This is an optimization exercise on Yosys and OpenROAD, whose aim is small area and a short achievable clock period, not a production implementation.
At most, simulation tests tie the RTL to the original design; equivalence was not proved.
Power figures rest on the tool's default switching activity, not on a simulated workload.

==> 01-06: inputs <==
## top_CPU_Design
module top_CPU_Design(
    output logic [31:0] topPCOut,
    input logic clk,
    input logic rst,
    input logic [31:0] instr,
    output logic [31:0] dmem_addr,
    output logic [31:0] dmem_wdata,
    output logic dmem_we,
    output logic dmem_re,
    input logic [31:0] dmem_rdata
    );
    logic [5:0] op, funct;
    logic isR, isAddi, isLw, isSw, isBeq, isJ, regWrite;
    logic sub, selMul, selDiv, selAnd, selOr, selXor;
    logic [4:0] wAddr;
    logic [31:0] simm, regA, regB, opB, aluResult, sumOut, wData, divResult;
    logic [31:2] pc, pc4, brTarget, pcNext;
    assign op = instr[31:26];
    assign funct = instr[5:0];
    assign isR = (op == 6'b000000);
    assign isAddi = (op == 6'b001000);
    assign isLw = (op == 6'b100011);
    assign isSw = (op == 6'b101011);
    assign isBeq = (op == 6'b000100);
    assign isJ = (op == 6'b000010);
    assign regWrite = isR | isLw | isAddi;
    assign wAddr = isR ? instr[15:11] : instr[20:16];
    assign sub = isR & (funct == 6'b100010);
    assign selMul = isR & (funct == 6'b010010);
    assign selDiv = isR & (funct == 6'b011010);
    assign selAnd = isR & (funct == 6'b101000);
    assign selOr = isR & (funct == 6'b100101);
    assign selXor = isR & (funct == 6'b100110);
    assign simm = {{16{instr[15]}}, instr[15:0]};
    assign opB = (isAddi | isLw | isSw) ? simm : regB;
    register_files u2(.read_Data_One(regA), .read_Data_Two(regB), .write_Data(wData),
        .read_Reg_One_Addr(instr[25:21]), .read_Reg_Two_Addr(instr[20:16]),
        .write_Addr(wAddr), .write_Ena(regWrite), .write_Div(selDiv),
        .div_Result(divResult), .rst(rst), .clk(clk));
    arithmetic_logic_unit u14(.aluResult(aluResult), .sumOut(sumOut), .divResult(divResult),
        .clk(clk), .opA(regA), .opB(opB),
        .regB(regB), .sub(sub), .selMul(selMul), .selAnd(selAnd),
        .selOr(selOr), .selXor(selXor));
    assign wData = isLw ? dmem_rdata : aluResult;
  ...
Settings: LEC_CHECK=0, CAP_MARGIN=20, CORE_MARGIN=2, CORE_UTILIZATION=40, SETUP_SLACK_MARGIN=5, SLEW_MARGIN=20; clock period 360.0 ns.
standard.sh (not shown) runs the stock make flow with config.mk's settings and CLKGATE_MAP_FILE= SYNTH_SCRIPT=/design/flow/synth_recipe.tcl, a recipe that flattens the netlist after the stock synthesis.
==> flow/flow/run.sh <==
#!/bin/bash
# The standard layout (standard.sh) with these changes:
# - synthesis: flow/synth.tcl, the standard synthesis with the divider row
#   blocks and the multiplier mapped by ABC area scripts (see synth.tcl);
# - the ports are buffered by buf_2 cells instead of the default delay
#   buffers;
# - clock tree synthesis clusters up to 22 flip-flops per clkbuf_16 leaf
#   buffer, without dummy loads.
# ORFS writes each tool's log under orfs/logs; make's output is in
# standard.log.
set -euo pipefail
F=$(pwd)/flow
export SYNTH_KEEP_MODULES="div_stage1 div_stage2 multiplier"
export MY_ABC_MAP="div_stage1=$F/area_a.script div_stage2=$F/area_b.script multiplier=$F/area_a.script"
export BUFFER_PORTS_ARGS="-buffer_cell sky130_fd_sc_hd__buf_2"
export CTS_ARGS="-sink_clustering_enable -repair_clock_nets -sink_clustering_size 22 -sink_clustering_max_diameter 70 -buf_list sky130_fd_sc_hd__clkbuf_16 -dont_use_dummy_load"
bash standard.sh SYNTH_SCRIPT=$F/synth.tcl finish > standard.log 2>&1
==> flow/flow/area_a.script <==
strash
dch
map -a
topo
stime -c
==> flow/flow/area_b.script <==
strash
&get -n
&st
&dch
&nf -a
&put
topo
stime -c
==> flow/flow/synth.tcl <==
# The standard synthesis (synth_recipe.tcl: ORFS synth.tcl without the fsm
# and share passes, then flattened and renamed), with one change: the
# divider's two row blocks and the multiplier are kept as separate modules
# through technology mapping (SYNTH_KEEP_MODULES) and mapped by ABC with the
# area scripts named in MY_ABC_MAP; the rest of the design is mapped with
# ORFS's standard script as before. Flip-flops are mapped before ABC and are
# the same cells, with the same names, as in the standard synthesis.
proc synth {args} { yosys synth -nofsm -noshare {*}$args }
proc abc {args} {
  set i [lsearch -exact $args -script]
  set d [lsearch -exact $args -D]
  set base $args
  if {$d >= 0} { set base [lreplace $base $d [expr {$d+1}]] }
  foreach item $::env(MY_ABC_MAP) {
    lassign [split $item =] m scr
    yosys abc {*}[lreplace $base $i [expr {$i+1}] -script $scr] $m
  }
  yosys abc {*}$args $::env(DESIGN_NAME)
}
source $::env(SCRIPTS_DIR)/synth.tcl
# left out here: clear keep_hierarchy, flatten, clean up, hide names made inside functions, write 1_2_yosys.v
==> 12-16: changes against 01-06 <==
==> flow/flow/run.sh (replaced) <==
#!/bin/bash
# The standard layout (standard.sh) with these changes:
# - synthesis: flow/synth.tcl, the standard synthesis with the divider row
#   blocks and the multiplier mapped by ABC area scripts (see synth.tcl);
# - the ports are buffered by buf_2 cells instead of the default delay
#   buffers;
# - clock tree synthesis clusters up to 12 flip-flops per leaf
#   buffer, without dummy loads.
# ORFS writes each tool's log under orfs/logs; make's output is in
# standard.log.
set -euo pipefail
F=$(pwd)/flow
export SYNTH_KEEP_MODULES="div_stage1 div_stage2 multiplier"
export MY_ABC_MAP="div_stage1=$F/area_a.script div_stage2=$F/area_b.script multiplier=$F/area_a.script"
export BUFFER_PORTS_ARGS="-buffer_cell sky130_fd_sc_hd__buf_2"
export CTS_ARGS="-sink_clustering_enable -repair_clock_nets -sink_clustering_size 12 -sink_clustering_max_diameter 50 -buf_list {sky130_fd_sc_hd__clkbuf_8 sky130_fd_sc_hd__clkbuf_16} -dont_use_dummy_load"
bash standard.sh SYNTH_SCRIPT=$F/synth.tcl finish > standard.log 2>&1
- CAP_MARGIN: 20 -> 10
- SLEW_MARGIN: 20 -> 10
==> results.py <==
metrics = {
    "pwr": {
        "p_seq_mw": 0.161,
        "powerDensity_mw_per_mm2": 7.64,
        "powerClk_mw": 0.0922,
    },
    "placed_design": {
        "hpwl_um": 278000,
    },
    "routing": {
        "avgViaCountPerCell": 6.83,
        "met3WireLength_um": 57600,
    },
    "outcome": {
        "status": "complete, no violations",
    },
    "setup_path": {
        "rr_worst_depth": 608,
        "cpPeakStageDelay_ns": 0.93,
    },
}
[end of results for 01-06]
==> results.py <==
metrics = {
    "pwr": {
        "powerClk_mw": 0.126,
        "powerDensity_mw_per_mm2": 7.89,
        "switching_share": 0.470,
    },
    "routing": {
        "met3WireLength_um": 57600,
    },
    "run": {
        "max_cap_viol_count": 1,
    },
    "outcome": {
        "so_faults": "max-capacitance violations",
        "status": "failed layout checks",
    },
    "setup_path": {
        "path_depth": 27,
        "cpPeakStageDelay_ns": 0.92,
    },
    "placed_design": {
        "hpwl_um": 278000,
    },
    "cts": {
        "numCtsBuffers": 149,
    },
}
[end of results for 12-16]


==> job 7856: inputs <==
top_CPU_Design, a different RTL version from the one above (not shown whole).
// top_CPU_Design
module top_CPU_Design(
    output logic [31:0] topPCOut,
    input logic clk,
    input logic rst,
    input logic [31:0] instr,
    output logic [31:0] dmem_addr,
    output logic [31:0] dmem_wdata,
    output logic dmem_we,
    output logic dmem_re,
    input logic [31:0] dmem_rdata
    );
    logic [5:0] op, funct;
    logic isR, isAddi, isLw, isSw, isBeq, isJ, regWrite;
    logic sub, selMul, selDiv, selAnd, selOr, selXor;
    logic [4:0] wAddr;
    logic [31:0] simm, regA, regB, opB, aluResult, sumOut, wData, divResult;
    logic [31:2] pc, pc4, brTarget, pcNext;
    assign op = instr[31:26];
    assign funct = instr[5:0];
    assign isR = (op == 6'b000000);
    assign isAddi = (op == 6'b001000);
    assign isLw = (op == 6'b100011);
    assign isSw = (op == 6'b101011);
    assign isBeq = (op == 6'b000100);
    assign isJ = (op == 6'b000010);
    assign regWrite = isR | isLw | isAddi;
    assign wAddr = isR ? instr[15:11] : instr[20:16];
    assign sub = isR & (funct == 6'b100010);
    assign selMul = isR & (funct == 6'b010010);
    assign selDiv = isR & (funct == 6'b011010);
    assign selAnd = isR & (funct == 6'b101000);
    assign selOr = isR & (funct == 6'b100101);
    assign selXor = isR & (funct == 6'b100110);
    assign simm = {{16{instr[15]}}, instr[15:0]};
    assign opB = (isAddi | isLw | isSw) ? simm : regB;
    register_files u2(.read_Data_One(regA), .read_Data_Two(regB), .write_Data(wData),
        .read_Reg_One_Addr(instr[25:21]), .read_Reg_Two_Addr(instr[20:16]),
        .write_Addr(wAddr), .write_Ena(regWrite), .write_Div(selDiv),
        .div_Result(divResult), .rst(rst), .clk(clk));
    arithmetic_logic_unit u14(.aluResult(aluResult), .sumOut(sumOut), .divResult(divResult),
        .clk(clk), .opA(regA), .opB(opB),
        .regB(regB), .sub(sub), .selMul(selMul), .selAnd(selAnd),
        .selOr(selOr), .selXor(selXor));
    assign wData = isLw ? dmem_rdata : aluResult;
    assign dmem_addr = sumOut;
    assign dmem_wdata = regB;
    assign dmem_we = isSw;
    assign dmem_re = isLw;
    logic [30:0] incCarry, brCarry;
  ...
==> module divider, before the edit <==
module divider(
    output logic [31:0] result,
    input  logic clk,
    input  logic [31:0] divisorIn,
    input  logic [31:0] dividendIn
    );
    logic neg, fix;
    logic [31:0] a, nb;
    div_abs u_abs(.a(a), .nb(nb), .neg(neg), .fix(fix), .divisorIn(divisorIn),
        .dividendIn(dividendIn));
    logic [21:0] R1, q1;
    div_stage1 u_s1(.R(R1), .q(q1), .a(a), .nb(nb));
    logic [31:0] s_nb;
    logic [9:0] s_a;
    logic [21:0] s_R, s_q;
    logic s_neg, s_fix;
    always_ff @(posedge clk) begin
        s_nb <= nb;
        s_a <= a[9:0];
        s_R <= R1;
        s_q <= q1;
        s_neg <= neg;
        s_fix <= fix;
    end
    logic [9:0] q2;
    div_stage2 u_s2(.q(q2), .s_a(s_a), .s_R(s_R), .s_nb(s_nb));
    logic [31:0] q, qf;
    assign q = {s_q, q2};
    assign qf = {q[31:1], q[0] & ~s_fix};
    div_negate u_neg(.result(result), .qf(qf), .neg(s_neg));
endmodule
==> module div_abs, before the edit <==
module div_abs(
    output logic [31:0] a,
    output logic [31:0] nb,
    output logic neg,
    output logic fix,
    input  logic [31:0] divisorIn,
    input  logic [31:0] dividendIn
    );
    logic sx, sd;
    logic [31:0] b;
    assign sx = dividendIn[31];
    assign sd = divisorIn[31];
    assign a = sx ? -dividendIn : dividendIn;
    assign b = sd ? -divisorIn : divisorIn;
    assign nb = ~b;
    assign neg = sx ^ sd;
    assign fix = (divisorIn == 32'd0) && a[31];
endmodule
==> module div_negate, before the edit <==
module div_negate(
    output logic [31:0] result,
    input  logic [31:0] qf,
    input  logic neg
    );
    assign result = neg ? -qf : qf;
endmodule
==> module rf_read, before the edit <==
module rf_read(
    output logic [31:0] rd,
    input logic [31:0] sel,
    input logic [1023:0] data
    );
    always_comb begin
        rd = 32'd0;
        for (int k = 0; k < 32; k++) rd = rd | (data[32*k +: 32] & {32{sel[k]}});
    end
endmodule
Settings: LEC_CHECK=0, CAP_MARGIN=20, CORE_MARGIN=2, CORE_UTILIZATION=40, SETUP_SLACK_MARGIN=5, SLEW_MARGIN=20; clock period 360.0 ns.
==> flow/flow/run.sh <==
#!/bin/bash
# The standard layout (standard.sh) with these changes:
# - synthesis: flow/synth.tcl, the standard synthesis with the divider row
#   blocks and the multiplier mapped by ABC area scripts (see synth.tcl);
# - the ports are buffered by buf_2 cells instead of the default delay
#   buffers;
# - clock tree synthesis clusters up to 22 flip-flops per clkbuf_16 leaf
#   buffer, without dummy loads.
# ORFS writes each tool's log under orfs/logs; make's output is in
# standard.log.
set -euo pipefail
F=$(pwd)/flow
export SYNTH_KEEP_MODULES="div_stage1 div_stage2 multiplier rf_read div_abs div_negate"
export MY_ABC_MAP="div_stage1=$F/area_a.script div_stage2=$F/area_a.script multiplier=$F/area_a.script rf_read=$F/area_b.script div_abs=speed div_negate=speed"
export BUFFER_PORTS_ARGS="-buffer_cell sky130_fd_sc_hd__buf_2"
export CTS_ARGS="-sink_clustering_enable -repair_clock_nets -sink_clustering_size 22 -sink_clustering_max_diameter 70 -buf_list sky130_fd_sc_hd__clkbuf_16 -dont_use_dummy_load"
bash standard.sh SYNTH_SCRIPT=$F/synth.tcl finish > standard.log 2>&1
==> flow/flow/synth.tcl <==
# The standard synthesis (synth_recipe.tcl: ORFS synth.tcl without the fsm
# and share passes, then flattened and renamed), with one change: the
# divider's two row blocks and the multiplier are kept as separate modules
# through technology mapping (SYNTH_KEEP_MODULES) and mapped by ABC with the
# scripts named in MY_ABC_MAP ("speed": ORFS's standard script); the rest
# of the design is mapped with ORFS's standard script as before. Flip-flops are mapped before ABC and are
# the same cells, with the same names, as in the standard synthesis.
proc synth {args} { yosys synth -nofsm -noshare {*}$args }
proc abc {args} {
  set i [lsearch -exact $args -script]
  set d [lsearch -exact $args -D]
  set base $args
  if {$d >= 0} { set base [lreplace $base $d [expr {$d+1}]] }
  foreach item $::env(MY_ABC_MAP) {
    lassign [split $item =] m scr
    if {$scr eq "speed"} {
      yosys abc {*}$args $m
    } else {
      yosys abc {*}[lreplace $base $i [expr {$i+1}] -script $scr] $m
    }
  }
  yosys abc {*}$args $::env(DESIGN_NAME)
}
source $::env(SCRIPTS_DIR)/synth.tcl
# left out here: clear keep_hierarchy, flatten, clean up, hide names made inside functions, write 1_2_yosys.v
Scripts as last shown in full above: flow/flow/area_a.script, flow/flow/area_b.script
==> inputs of job 9043, as changes to job 7856 <==
--- a/flow/design.v
+++ b/flow/design.v
@@ -1849,8 +1849,13 @@
     input  logic [31:0] dividendIn
     );
-    logic neg, fix;
-    logic [31:0] a, nb;
-    div_abs u_abs(.a(a), .nb(nb), .neg(neg), .fix(fix), .divisorIn(divisorIn),
-        .dividendIn(dividendIn));
+    logic sx, sd, neg, fix;
+    logic [31:0] a, b, nb;
+    assign sx = dividendIn[31];
+    assign sd = divisorIn[31];
+    assign a = sx ? -dividendIn : dividendIn;
+    assign b = sd ? -divisorIn : divisorIn;
+    assign nb = ~b;
+    assign neg = sx ^ sd;
+    assign fix = (divisorIn == 32'd0) && a[31];
     logic [21:0] R1, q1;
     div_stage1 u_s1(.R(R1), .q(q1), .a(a), .nb(nb));
@@ -1872,30 +1877,5 @@
     assign q = {s_q, q2};
     assign qf = {q[31:1], q[0] & ~s_fix};
-    div_negate u_neg(.result(result), .qf(qf), .neg(s_neg));
-endmodule
-module div_abs(
-    output logic [31:0] a,
-    output logic [31:0] nb,
-    output logic neg,
-    output logic fix,
-    input  logic [31:0] divisorIn,
-    input  logic [31:0] dividendIn
-    );
-    logic sx, sd;
-    logic [31:0] b;
-    assign sx = dividendIn[31];
-    assign sd = divisorIn[31];
-    assign a = sx ? -dividendIn : dividendIn;
-    assign b = sd ? -divisorIn : divisorIn;
-    assign nb = ~b;
-    assign neg = sx ^ sd;
-    assign fix = (divisorIn == 32'd0) && a[31];
-endmodule
-module div_negate(
-    output logic [31:0] result,
-    input  logic [31:0] qf,
-    input  logic neg
-    );
-    assign result = neg ? -qf : qf;
+    assign result = s_neg ? -qf : qf;
 endmodule
 module div_stage1(
--- a/flow/flow/run.sh
+++ b/flow/flow/run.sh
@@ -11,6 +11,6 @@
 set -euo pipefail
 F=$(pwd)/flow
-export SYNTH_KEEP_MODULES="div_stage1 div_stage2 multiplier rf_read div_abs div_negate"
-export MY_ABC_MAP="div_stage1=$F/area_a.script div_stage2=$F/area_a.script multiplier=$F/area_a.script rf_read=$F/area_b.script div_abs=speed div_negate=speed"
+export SYNTH_KEEP_MODULES="div_stage1 div_stage2 multiplier rf_read"
+export MY_ABC_MAP="div_stage1=$F/area_a.script div_stage2=$F/area_a.script multiplier=$F/area_a.script rf_read=$F/area_b.script"
 export BUFFER_PORTS_ARGS="-buffer_cell sky130_fd_sc_hd__buf_2"
 export CTS_ARGS="-sink_clustering_enable -repair_clock_nets -sink_clustering_size 22 -sink_clustering_max_diameter 70 -buf_list sky130_fd_sc_hd__clkbuf_16 -dont_use_dummy_load"
--- a/flow/flow/synth.tcl
+++ b/flow/flow/synth.tcl
@@ -3,6 +3,6 @@
 # divider's two row blocks and the multiplier are kept as separate modules
 # through technology mapping (SYNTH_KEEP_MODULES) and mapped by ABC with the
-# scripts named in MY_ABC_MAP ("speed": ORFS's standard script); the rest
-# of the design is mapped with ORFS's standard script as before. Flip-flops are mapped before ABC and are
+# area scripts named in MY_ABC_MAP; the rest of the design is mapped with
+# ORFS's standard script as before. Flip-flops are mapped before ABC and are
 # the same cells, with the same names, as in the standard synthesis.
 proc synth {args} { yosys synth -nofsm -noshare {*}$args }
@@ -14,9 +14,5 @@
   foreach item $::env(MY_ABC_MAP) {
     lassign [split $item =] m scr
-    if {$scr eq "speed"} {
-      yosys abc {*}$args $m
-    } else {
-      yosys abc {*}[lreplace $base $i [expr {$i+1}] -script $scr] $m
-    }
+    yosys abc {*}[lreplace $base $i [expr {$i+1}] -script $scr] $m
   }
   yosys abc {*}$args $::env(DESIGN_NAME)
==> inputs of job 5814, as changes to job 7856 <==
--- a/flow/design.v
+++ b/flow/design.v
@@ -1849,8 +1849,13 @@
     input  logic [31:0] dividendIn
     );
-    logic neg, fix;
-    logic [31:0] a, nb;
-    div_abs u_abs(.a(a), .nb(nb), .neg(neg), .fix(fix), .divisorIn(divisorIn),
-        .dividendIn(dividendIn));
+    logic sx, sd, neg, fix;
+    logic [31:0] a, b, nb;
+    assign sx = dividendIn[31];
+    assign sd = divisorIn[31];
+    assign a = sx ? -dividendIn : dividendIn;
+    assign b = sd ? -divisorIn : divisorIn;
+    assign nb = ~b;
+    assign neg = sx ^ sd;
+    assign fix = (divisorIn == 32'd0) && a[31];
     logic [21:0] R1, q1;
     div_stage1 u_s1(.R(R1), .q(q1), .a(a), .nb(nb));
@@ -1872,30 +1877,5 @@
     assign q = {s_q, q2};
     assign qf = {q[31:1], q[0] & ~s_fix};
-    div_negate u_neg(.result(result), .qf(qf), .neg(s_neg));
-endmodule
-module div_abs(
-    output logic [31:0] a,
-    output logic [31:0] nb,
-    output logic neg,
-    output logic fix,
-    input  logic [31:0] divisorIn,
-    input  logic [31:0] dividendIn
-    );
-    logic sx, sd;
-    logic [31:0] b;
-    assign sx = dividendIn[31];
-    assign sd = divisorIn[31];
-    assign a = sx ? -dividendIn : dividendIn;
-    assign b = sd ? -divisorIn : divisorIn;
-    assign nb = ~b;
-    assign neg = sx ^ sd;
-    assign fix = (divisorIn == 32'd0) && a[31];
-endmodule
-module div_negate(
-    output logic [31:0] result,
-    input  logic [31:0] qf,
-    input  logic neg
-    );
-    assign result = neg ? -qf : qf;
+    assign result = s_neg ? -qf : qf;
 endmodule
 module div_stage1(
@@ -4536,8 +4516,14 @@
     input logic [1023:0] data
     );
-    always_comb begin
-        rd = 32'd0;
-        for (int k = 0; k < 32; k++) rd = rd | (data[32*k +: 32] & {32{sel[k]}});
+    logic [31:0] t [0:10];
+    logic [1055:0] dx;
+    logic [32:0] sx;
+    assign dx = {32'd0, data};
+    assign sx = {1'b0, sel};
+    for (genvar g = 0; g < 11; g++) begin : g_grp
+        assign t[g] = ~((dx[96*g +: 32] & {32{sx[3*g]}}) | (dx[96*g+32 +: 32] & {32{sx[3*g+1]}})
+                      | (dx[96*g+64 +: 32] & {32{sx[3*g+2]}}));
     end
+    assign rd = ~(t[0] & t[1] & t[2] & t[3] & t[4] & t[5] & t[6] & t[7] & t[8] & t[9] & t[10]);
 endmodule
 `timescale 1ns / 1ps
--- a/flow/flow/run.sh
+++ b/flow/flow/run.sh
@@ -11,6 +11,6 @@
 set -euo pipefail
 F=$(pwd)/flow
-export SYNTH_KEEP_MODULES="div_stage1 div_stage2 multiplier rf_read div_abs div_negate"
-export MY_ABC_MAP="div_stage1=$F/area_a.script div_stage2=$F/area_a.script multiplier=$F/area_a.script rf_read=$F/area_b.script div_abs=speed div_negate=speed"
+export SYNTH_KEEP_MODULES="div_stage1 div_stage2 multiplier rf_read"
+export MY_ABC_MAP="div_stage1=$F/area_a.script div_stage2=$F/area_a.script multiplier=$F/area_a.script rf_read=$F/area_c.script"
 export BUFFER_PORTS_ARGS="-buffer_cell sky130_fd_sc_hd__buf_2"
 export CTS_ARGS="-sink_clustering_enable -repair_clock_nets -sink_clustering_size 22 -sink_clustering_max_diameter 70 -buf_list sky130_fd_sc_hd__clkbuf_16 -dont_use_dummy_load"
==> flow/flow/area_c.script (new file) <==
strash
dch
amap
topo
stime -c
--- a/flow/flow/synth.tcl
+++ b/flow/flow/synth.tcl
@@ -3,6 +3,6 @@
 # divider's two row blocks and the multiplier are kept as separate modules
 # through technology mapping (SYNTH_KEEP_MODULES) and mapped by ABC with the
-# scripts named in MY_ABC_MAP ("speed": ORFS's standard script); the rest
-# of the design is mapped with ORFS's standard script as before. Flip-flops are mapped before ABC and are
+# area scripts named in MY_ABC_MAP; the rest of the design is mapped with
+# ORFS's standard script as before. Flip-flops are mapped before ABC and are
 # the same cells, with the same names, as in the standard synthesis.
 proc synth {args} { yosys synth -nofsm -noshare {*}$args }
@@ -14,9 +14,5 @@
   foreach item $::env(MY_ABC_MAP) {
     lassign [split $item =] m scr
-    if {$scr eq "speed"} {
-      yosys abc {*}$args $m
-    } else {
-      yosys abc {*}[lreplace $base $i [expr {$i+1}] -script $scr] $m
-    }
+    yosys abc {*}[lreplace $base $i [expr {$i+1}] -script $scr] $m
   }
   yosys abc {*}$args $::env(DESIGN_NAME)
==> run summary <==
- Of job 7856 and job 9043, job 9043 has the higher via count (gap about 1%, measured against job 9043).
- Synthesized cell count: job 5814 is smaller than job 9043 (about 3%).
- Between job 7856 and job 9043, the lower global-route usage is in job 7856 (gap 2.2 points).
- Total power, highest first: job 9043, job 5814, job 7856.
- Job 5814 went through all stages and came out clean. Job 9043 finished with timing, DRC and antenna clean. Job 7856 finished clean.
- In job 5814 the clock power is larger than in job 7856, by about 6%.
- Wire length, highest first: job 9043, job 7856, job 5814.
- Between job 7856 and job 9043, the lower non-clock buffer count is in job 7856 (gap 12).
- Against job 7856, the sequential share of layout area of job 9043 is higher by 0.075 points.
- The highest utilization belongs to job 9043, the lowest to job 7856.
==> figures <==
|  | job 9043 | job 7856 | job 5814 |
|---|---|---|---|
| Outcome | timing/DRC/antenna clean | timing/DRC/antenna clean | timing/DRC/antenna clean |
| Multiplexer area fraction after synthesis | 0.00330 | 0.00639 | 0.00335 |
| Met2 usage in global routing | 0.498 | 0.468 | 0.447 |
| HPWL after detailed placement | 231 mm | 212 mm | 213 mm |
| Number of CTS-inserted buffers | 85 | 80 | 89 |
| Die ar. | 209000 um^2 | 211000 um^2 | 206000 um^2 |
| Filler cell count | 19500 | 19600 | 19100 |
| Core Region | 204000 um^2 | 205000 um^2 | 202000 um^2 |
| Ratio of layout area to synthesized area | 1.100x | 1.095x | 1.102x |
| Antenna violations before repair | 30 | 42 | 11 |
| Vias in the first global route | 69500 | 69600 | 67000 |
| Minimum period implied by the final worst setup slack | 149.87 ns | 150.18 ns | 150.22 ns |
| WL met3 | 34.6 mm | 33.0 mm | 34.5 mm |
| Later-pin clock latency in the skew report | 0.75 ns | 0.75 ns | 0.78 ns |
| Master of the slowest instance on the critical path | sky130_fd_sc_hd__or3b_2 | sky130_fd_sc_hd__o31ai_1 | sky130_fd_sc_hd__nand3_1 |
| R2R depth | 995 | 1010 | 1006 |
| Reported leakage power | 31.5 nW | 31.6 nW | 31.3 nW |
| Last element of the critical path | dmem_addr[31] | dmem_addr[28] | dmem_addr[24] |
| Length of routed wiring on met1 | 127 mm | 121 mm | 118 mm |
| Synth Area in Compound Gates | 0.197 | 0.196 | 0.192 |
No functional check of the RTL was part of job 7856 and job 5814.

-- static timing again, ports no longer ideal --
In the flow no input, the clock included, has a driving cell. The finished layouts below were timed again as built, in two steps.
Step 1 assumes that a clkbuf_16 drives the clock port and a buf_2 every other input.
Step 2 also shifts input and output timing later by t, the mid clock arrival at the registers, as if the neighbouring blocks saw the same clock.
Slacks: ideal ports / drivers / drivers and shift; pairs: ideal ports / drivers.
run	t, ns	slack for setup (ns)	worst setup path at the end	worst data-port slew with drivers (ns)	pins driven straight from the clock port
01-06	0.843	207.607 / 207.587 / 207.587	input to output	0.18	1
12-16	0.871	207.845 / 207.822 / 207.822	input to output	0.16	1
job 7856	0.779	209.819 / 209.798 / 209.798	input to output	0.09	1
job 9043	0.774	210.126 / 210.104 / 210.104	input to output	0.10	1
job 5814	0.790	209.782 / 209.750 / 209.750	input to output	0.33	1
For job 5814, which loses most, drivers alone change the setup slack by -0.032 ns; drivers and shift together by -0.032 ns.
